What follows belongs to an exercise in optimizing a design on an open flow for small area, a short achievable clock period and few clock cycles per item; a production flow would make more cautious choices.

==> inputs of run G <==
Design seq_multiplier, start of the top module:
module seq_multiplier #(
    parameter N = 32
)(
    input  wire clk,
    input  wire rst,
    input  wire start,
    input  wire [N-1:0] multiplicand,
    input  wire [N-1:0] multiplier,
    output wire [2*N-1:0] product,
    output wire busy,
    output wire done
);
Settings: LEC_CHECK=0, CAP_MARGIN=20, CORE_MARGIN=2, CORE_UTILIZATION=40, SLEW_MARGIN=20; clock period 4.5 ns.
run.sh (not shown) runs the stock make flow with config.mk's settings and CLKGATE_MAP_FILE= SYNTH_SCRIPT=/design/flow/synth_recipe.tcl, a recipe that flattens the netlist after the stock synthesis.
==> run B (differences from run G) <==
--- a/flow/design.v
+++ b/flow/design.v
@@ -5,62 +5,68 @@
     input  wire rst,
     input  wire start,
     input  wire [N-1:0] multiplicand,
     input  wire [N-1:0] multiplier,
     output wire [2*N-1:0] product,
     output wire busy,
     output wire done
 );
-  reg busy_q, idle_r, done_r, cpa_r, first_r;
+  reg busy_q, idle_r, done_r, cpa2_r, first_r;
+  reg gm, gs, gcn;          
   reg [3:0] cnt;
-  reg [31:0] mc;            
   reg [31:0] plo;           
   reg [31:0] phi;           
   reg [34:0] s, c;          
   reg [3:0] px, py;         
   reg cf;                   
-  reg na, oa, ta, nb, ob, tb;   
+  reg [3:0] lo;             
+  reg [2:0] bg, bp;         
+  reg nan, oa, ta, nb, ob, tb;   
+  wire na = ~nan;              
   assign busy = busy_q;
   assign done = done_r;
   assign product = {phi, plo};
-  wire busy_n = ~rst & (idle_r ? start : ~cpa_r);
+  wire busy_n = ~rst & (idle_r ? start : ~cpa2_r);
   always @(posedge clk) begin
     busy_q  <= busy_n;           
     idle_r  <= ~busy_n;          
-    done_r  <= ~rst & ~idle_r & cpa_r;
-    cpa_r   <= ~rst & ~idle_r & (cnt == 4'd8);
+    done_r  <= ~rst & ~idle_r & cpa2_r;
+    cpa2_r  <= ~rst & ~idle_r & (cnt == 4'd9);
     cnt     <= idle_r ? 4'd1 : cnt + 4'd1;
     first_r <= idle_r;
+    gm      <= idle_r & multiplier[0];   
+    gs      <= ~idle_r;                  
+    gcn     <= idle_r;                   
   end
   wire m7 = (cnt == 4'd7);                   
   wire [2:0] tra = idle_r ? {multiplier[2:1], 1'b0} : plo[6:4];
   wire [2:0] trb = idle_r ? multiplier[4:2] : {plo[8] & ~m7, plo[7:6]};
   always @(posedge clk) begin
-    na <= tra[2];
+    nan <= ~tra[2];
     oa <= tra[1] ^ tra[0];
     ta <= (tra[2] & ~tra[1] & ~tra[0]) | (~tra[2] & tra[1] & tra[0]);
     nb <= trb[2];
     ob <= trb[1] ^ trb[0];
     tb <= (trb[2] & ~trb[1] & ~trb[0]) | (~trb[2] & trb[1] & trb[0]);
   end
-  wire [33:0] mcx = {1'b0, mc, 1'b0};
+  wire [33:0] mcx = {1'b0, multiplicand, 1'b0};
   wire [32:0] sa, sb;
   genvar k;
   generate
     for (k = 0; k < 33; k = k + 1) begin : g_pp
       assign sa[k] = (oa & mcx[k+1]) | (ta & mcx[k]);
       assign sb[k] = (ob & mcx[k+1]) | (tb & mcx[k]);
     end
   endgenerate
   wire ta34 = first_r ? na : ~na;
   wire ta35 = first_r ? na : 1'b1;
   wire ta36 = first_r & ~na;
-  wire [34:0] se = first_r ? ({3'b000, mc} & {35{plo[0]}}) : s;
-  wire [34:0] ce = c & {35{~first_r}};
+  wire [34:0] se = ({3'b000, multiplicand} & {35{gm}}) | (s & {35{gs}});
+  wire [34:0] ce = c & ~{35{gcn}};
   wire fs1 = ce[1] ^ na ^ se[1];
   wire fc2 = (ce[1] & na) | (ce[1] & se[1]) | (na & se[1]);
   wire pp3 = sa[0] ^ na;
   wire fx6 = ce[2] ^ se[2] ^ na;
   wire fg7 = na ? (ce[2] & se[2]) : (ce[2] | se[2]);
   wire fp8 = na ? (ce[2] | se[2]) : (ce[2] & se[2]);
   wire fs4 = fx6 ^ sa[1];
   wire fc5 = sa[1] ? fg7 : fp8;
@@ -317,21 +323,33 @@
   wire fc258 = (pp259 & fs255) | (pp259 & fc248) | (fs255 & fc248);
   wire pp262 = sb[32] ^ nb;
   wire fs260 = ta35 ^ pp262 ^ fc256;
   wire fc261 = (ta35 & pp262) | (ta35 & fc256) | (pp262 & fc256);
   wire fs263 = ta36 ^ ~nb ^ fc261;
   wire fc264 = (ta36 & ~nb) | (ta36 & fc261) | (~nb & fc261);
   wire [38:0] x = {1'b0, 1'b1, fs263, fs260, fc253, fc245, fc237, fc229, fc221, fc213, fc205, fc197, fc189, fc181, fc173, fc165, fc157, fc149, fc141, fc133, fc125, fc117, fc109, fc101, fc93, fc85, fc77, fc69, fc61, fc53, fc45, fc37, fc29, fc21, fc12, fc5, fc2, pp3, ce[0]};
   wire [38:0] y = {1'b0, fc264, 1'b0, fc258, fs257, fs252, fs244, fs236, fs228, fs220, fs212, fs204, fs196, fs188, fs180, fs172, fs164, fs156, fs148, fs140, fs132, fs124, fs116, fs108, fs100, fs92, fs84, fs76, fs68, fs60, fs52, fs44, fs36, fs28, fs20, fs11, fs4, fs1, se[0]};
-  wire [4:0] chunk = {1'b0, px} + {1'b0, py} + {4'd0, cf};
-  wire [36:0] full = {s[31:0], px, 1'b1} + {c[31:0], py, cf};
+  wire [4:0] lo5 = {1'b0, px} + {1'b0, py} + {4'd0, cf};
+  wire [8:0] a0 = {1'b0, s[7:0]}   + {1'b0, c[7:0]};
+  wire [8:0] a1 = {1'b0, s[15:8]}  + {1'b0, c[15:8]};
+  wire [8:0] a2 = {1'b0, s[23:16]} + {1'b0, c[23:16]};
+  wire [7:0] a3 = s[31:24] + c[31:24];
+  wire k1 = bg[0] | (bp[0] & cf);
+  wire k2 = bg[1] | (bp[1] & bg[0]) | (bp[1] & bp[0] & cf);
+  wire k3 = bg[2] | (bp[2] & bg[1]) | (bp[2] & bp[1] & bg[0]) | (bp[2] & bp[1] & bp[0] & cf);
+  wire [7:0] i0 = phi[7:0]   + {7'd0, cf};
+  wire [7:0] i1 = phi[15:8]  + {7'd0, k1};
+  wire [7:0] i2 = phi[23:16] + {7'd0, k2};
+  wire [7:0] i3 = phi[31:24] + {7'd0, k3};
   always @(posedge clk) begin
-    mc  <= multiplicand;
-    plo <= idle_r ? multiplier : {chunk[3:0], plo[31:4]};
-    phi <= full[36:5];
+    plo <= idle_r ? multiplier : {lo, plo[31:4]};
+    lo  <= lo5[3:0];
+    phi <= cpa2_r ? {i3, i2, i1, i0} : {a3, a2[7:0], a1[7:0], a0[7:0]};
+    bg  <= {a2[8], a1[8], a0[8]};
+    bp  <= {&a2[7:0], &a1[7:0], &a0[7:0]};
     s   <= x[38:4];
     c   <= y[38:4];
     px  <= idle_r ? 4'd0 : x[3:0];
     py  <= idle_r ? 4'd0 : y[3:0];
-    cf  <= ~idle_r & chunk[4];
+    cf  <= ~idle_r & lo5[4];
   end
 endmodule
==> flow/flow/run.sh (new file) <==
#!/bin/bash
# Layout flow: the standard ORFS flow (standard.sh, unchanged synthesis), with
#  - port buffers made of sky130_fd_sc_hd__buf_2 instead of the default delay-cell buffers;
#  - clock tree synthesis without dummy load cells, with larger sink clusters.
# make's full output goes to make_finish.log in the work folder; ORFS keeps each step's log
# under orfs/logs/.
set -euo pipefail
CTS="-sink_clustering_enable -repair_clock_nets -dont_use_dummy_load -sink_clustering_size 30 -buf_list sky130_fd_sc_hd__clkbuf_16"
bash standard.sh "BUFFER_PORTS_ARGS=-buffer_cell sky130_fd_sc_hd__buf_2" "CTS_ARGS=$CTS" finish > make_finish.log 2>&1
test -f out/final.def
==> flow/standard.sh (new file) <==
#!/bin/bash
# synth_recipe.tcl (not shown) runs the flow's synth.tcl, then flattens the netlist and writes it again
# the make line also repeats each setting of config.mk as NAME=value (left out here)
make -C /OpenROAD-flow-scripts/flow DESIGN_CONFIG=/design/flow/config.mk WORK_HOME=/design/flow/orfs CLKGATE_MAP_FILE= SYNTH_SCRIPT=/design/flow/synth_recipe.tcl "${@:-finish}"
==> flow/config.mk (replaced) <==
export PLATFORM = sky130hd
export DESIGN_NAME = seq_multiplier
export DESIGN_NICKNAME = seq_multiplier
export VERILOG_FILES = /design/flow/design.v
export SDC_FILE = /design/flow/constraint.sdc
export NUM_CORES = 4
export LEC_CHECK = 0
export CAP_MARGIN = 20
export CORE_MARGIN = 2
export CORE_UTILIZATION = 40
export SETUP_SLACK_MARGIN = 2.6
export SLEW_MARGIN = 20
export TNS_END_PERCENT = 10
removed: flow/run.sh
==> run X (differences from run G) <==
--- a/flow/design.v
+++ b/flow/design.v
@@ -7,17 +7,16 @@
     input  wire [N-1:0] multiplicand,
     input  wire [N-1:0] multiplier,
     output wire [2*N-1:0] product,
     output wire busy,
     output wire done
 );
   reg busy_q, idle_r, done_r, cpa_r, first_r;
   reg [3:0] cnt;
-  reg [31:0] mc;            
   reg [31:0] plo;           
   reg [31:0] phi;           
   reg [34:0] s, c;          
   reg [3:0] px, py;         
   reg cf;                   
   reg na, oa, ta, nb, ob, tb;   
   assign busy = busy_q;
   assign done = done_r;
@@ -37,29 +36,29 @@
   always @(posedge clk) begin
     na <= tra[2];
     oa <= tra[1] ^ tra[0];
     ta <= (tra[2] & ~tra[1] & ~tra[0]) | (~tra[2] & tra[1] & tra[0]);
     nb <= trb[2];
     ob <= trb[1] ^ trb[0];
     tb <= (trb[2] & ~trb[1] & ~trb[0]) | (~trb[2] & trb[1] & trb[0]);
   end
-  wire [33:0] mcx = {1'b0, mc, 1'b0};
+  wire [33:0] mcx = {1'b0, multiplicand, 1'b0};
   wire [32:0] sa, sb;
   genvar k;
   generate
     for (k = 0; k < 33; k = k + 1) begin : g_pp
       assign sa[k] = (oa & mcx[k+1]) | (ta & mcx[k]);
       assign sb[k] = (ob & mcx[k+1]) | (tb & mcx[k]);
     end
   endgenerate
   wire ta34 = first_r ? na : ~na;
   wire ta35 = first_r ? na : 1'b1;
   wire ta36 = first_r & ~na;
-  wire [34:0] se = first_r ? ({3'b000, mc} & {35{plo[0]}}) : s;
+  wire [34:0] se = first_r ? ({3'b000, multiplicand} & {35{plo[0]}}) : s;
   wire [34:0] ce = c & {35{~first_r}};
   wire fs1 = ce[1] ^ na ^ se[1];
   wire fc2 = (ce[1] & na) | (ce[1] & se[1]) | (na & se[1]);
   wire pp3 = sa[0] ^ na;
   wire fx6 = ce[2] ^ se[2] ^ na;
   wire fg7 = na ? (ce[2] & se[2]) : (ce[2] | se[2]);
   wire fp8 = na ? (ce[2] | se[2]) : (ce[2] & se[2]);
   wire fs4 = fx6 ^ sa[1];
@@ -320,17 +319,16 @@
   wire fc261 = (ta35 & pp262) | (ta35 & fc256) | (pp262 & fc256);
   wire fs263 = ta36 ^ ~nb ^ fc261;
   wire fc264 = (ta36 & ~nb) | (ta36 & fc261) | (~nb & fc261);
   wire [38:0] x = {1'b0, 1'b1, fs263, fs260, fc253, fc245, fc237, fc229, fc221, fc213, fc205, fc197, fc189, fc181, fc173, fc165, fc157, fc149, fc141, fc133, fc125, fc117, fc109, fc101, fc93, fc85, fc77, fc69, fc61, fc53, fc45, fc37, fc29, fc21, fc12, fc5, fc2, pp3, ce[0]};
   wire [38:0] y = {1'b0, fc264, 1'b0, fc258, fs257, fs252, fs244, fs236, fs228, fs220, fs212, fs204, fs196, fs188, fs180, fs172, fs164, fs156, fs148, fs140, fs132, fs124, fs116, fs108, fs100, fs92, fs84, fs76, fs68, fs60, fs52, fs44, fs36, fs28, fs20, fs11, fs4, fs1, se[0]};
   wire [4:0] chunk = {1'b0, px} + {1'b0, py} + {4'd0, cf};
   wire [36:0] full = {s[31:0], px, 1'b1} + {c[31:0], py, cf};
   always @(posedge clk) begin
-    mc  <= multiplicand;
     plo <= idle_r ? multiplier : {chunk[3:0], plo[31:4]};
     phi <= full[36:5];
     s   <= x[38:4];
     c   <= y[38:4];
     px  <= idle_r ? 4'd0 : x[3:0];
     py  <= idle_r ? 4'd0 : y[3:0];
     cf  <= ~idle_r & chunk[4];
   end
==> flow/flow/run.sh (new file) <==
#!/bin/bash
# Layout flow: the standard ORFS flow (standard.sh, unchanged synthesis), with the port
# buffers made of sky130_fd_sc_hd__buf_2 instead of the default delay-cell buffers.
# make's full output goes to make_finish.log in the work folder; ORFS keeps each step's log
# under orfs/logs/.
set -euo pipefail
bash standard.sh "BUFFER_PORTS_ARGS=-buffer_cell sky130_fd_sc_hd__buf_2" finish > make_finish.log 2>&1
test -f out/final.def
==> flow/standard.sh (new file) <==
#!/bin/bash
# synth_recipe.tcl (not shown) runs the flow's synth.tcl, then flattens the netlist and writes it again
# the make line also repeats each setting of config.mk as NAME=value (left out here)
make -C /OpenROAD-flow-scripts/flow DESIGN_CONFIG=/design/flow/config.mk WORK_HOME=/design/flow/orfs CLKGATE_MAP_FILE= SYNTH_SCRIPT=/design/flow/synth_recipe.tcl "${@:-finish}"
==> flow/config.mk (replaced) <==
export PLATFORM = sky130hd
export DESIGN_NAME = seq_multiplier
export DESIGN_NICKNAME = seq_multiplier
export VERILOG_FILES = /design/flow/design.v
export SDC_FILE = /design/flow/constraint.sdc
export NUM_CORES = 4
export LEC_CHECK = 0
export CAP_MARGIN = 20
export CORE_MARGIN = 2
export CORE_UTILIZATION = 40
export CTS_BUF_LIST = sky130_fd_sc_hd__clkbuf_8
export CTS_CLUSTER_SIZE = 40
export SETUP_SLACK_MARGIN = 2.7
export SLEW_MARGIN = 20
removed: flow/run.sh
==> impl_metrics.env <==
export IMPL_synthMuxAreaShare=0.0319
export IMPL_path_buf_inv=0
export IMPL_path_class="reg -> reg"
export IMPL_via_per_inst=5.13
export IMPL_die_area_um2=27400
export IMPL_synth_common_cells="dfxtp_1, inv_1, ha_1"
export IMPL_outcome="no timing/DRC/antenna violations"
export IMPL_relSlewSlack=0.209
export IMPL_grtUsageMet3=0.0499
export IMPL_timing_final_ws_setup_ns=1.60
(the above is from run G)
==> impl_metrics.env <==
export IMPL_via_per_inst=5.25
export IMPL_drc=0
export IMPL_die_area_um2=25800
export IMPL_relSlewSlack=0.584
export IMPL_synth_common_cells="dfxtp_1, inv_1, ha_1"
export IMPL_grtUsageMet3=0.0465
export IMPL_tap_cells=324
export IMPL_outcome="no timing/DRC/antenna violations"
export IMPL_synthMuxAreaShare=0.0339
(the above is from run X)
==> impl_metrics.env <==
export IMPL_outcome="no timing/DRC/antenna violations"
export IMPL_relSlewSlack=0.591
export IMPL_die_area_um2=26700
export IMPL_path_class="in -> reg"
export IMPL_timing_final_ws_setup_ns=2.53
export IMPL_via_per_inst=5.01
export IMPL_sh_seq_area=0.275
export IMPL_grtUsageMet3=0.0358
export IMPL_die_h_um=164
export IMPL_wl_met2_um=11500
export IMPL_synth_common_cells="dfxtp_1, inv_1, ha_1"
(the above is from run B)
No functional check of the RTL was part of any run of this note.

==> static timing again, ports no longer ideal <==
In the flow no input, the clock included, has a driving cell. The finished layouts below were timed again as built, in two steps. Step 1, drivers: a clkbuf_16 drives clk and a buf_2 each remaining input, both assumed. Step 2 moves the port delays by t, midway between the first and last clock arrival at a register: inputs arrive t later, outputs are due t later. That takes back most of the time a late clock gives input paths. a / b / c = ideal / step 1 / step 2; a / b = the first two.
run	t, ns	setup slack, ns	latest minus earliest clock arrival (ns)	worst register clock-pin slew, ns	cell pins on the clock port's net
run G	0.485	1.602 / 1.602 / 1.602	0.018 / 0.018	0.09 / 0.09	1
run B	0.468	2.530 / 2.525 / 2.080	0.039 / 0.039	0.08 / 0.08	1
run X	0.518	2.196 / 2.196 / 1.922	0.027 / 0.027	0.12 / 0.12	1
After both steps every run listed still meets setup and hold. For run B, which loses most, drivers alone change the setup slack by -0.005 ns; drivers and shift together by -0.450 ns.
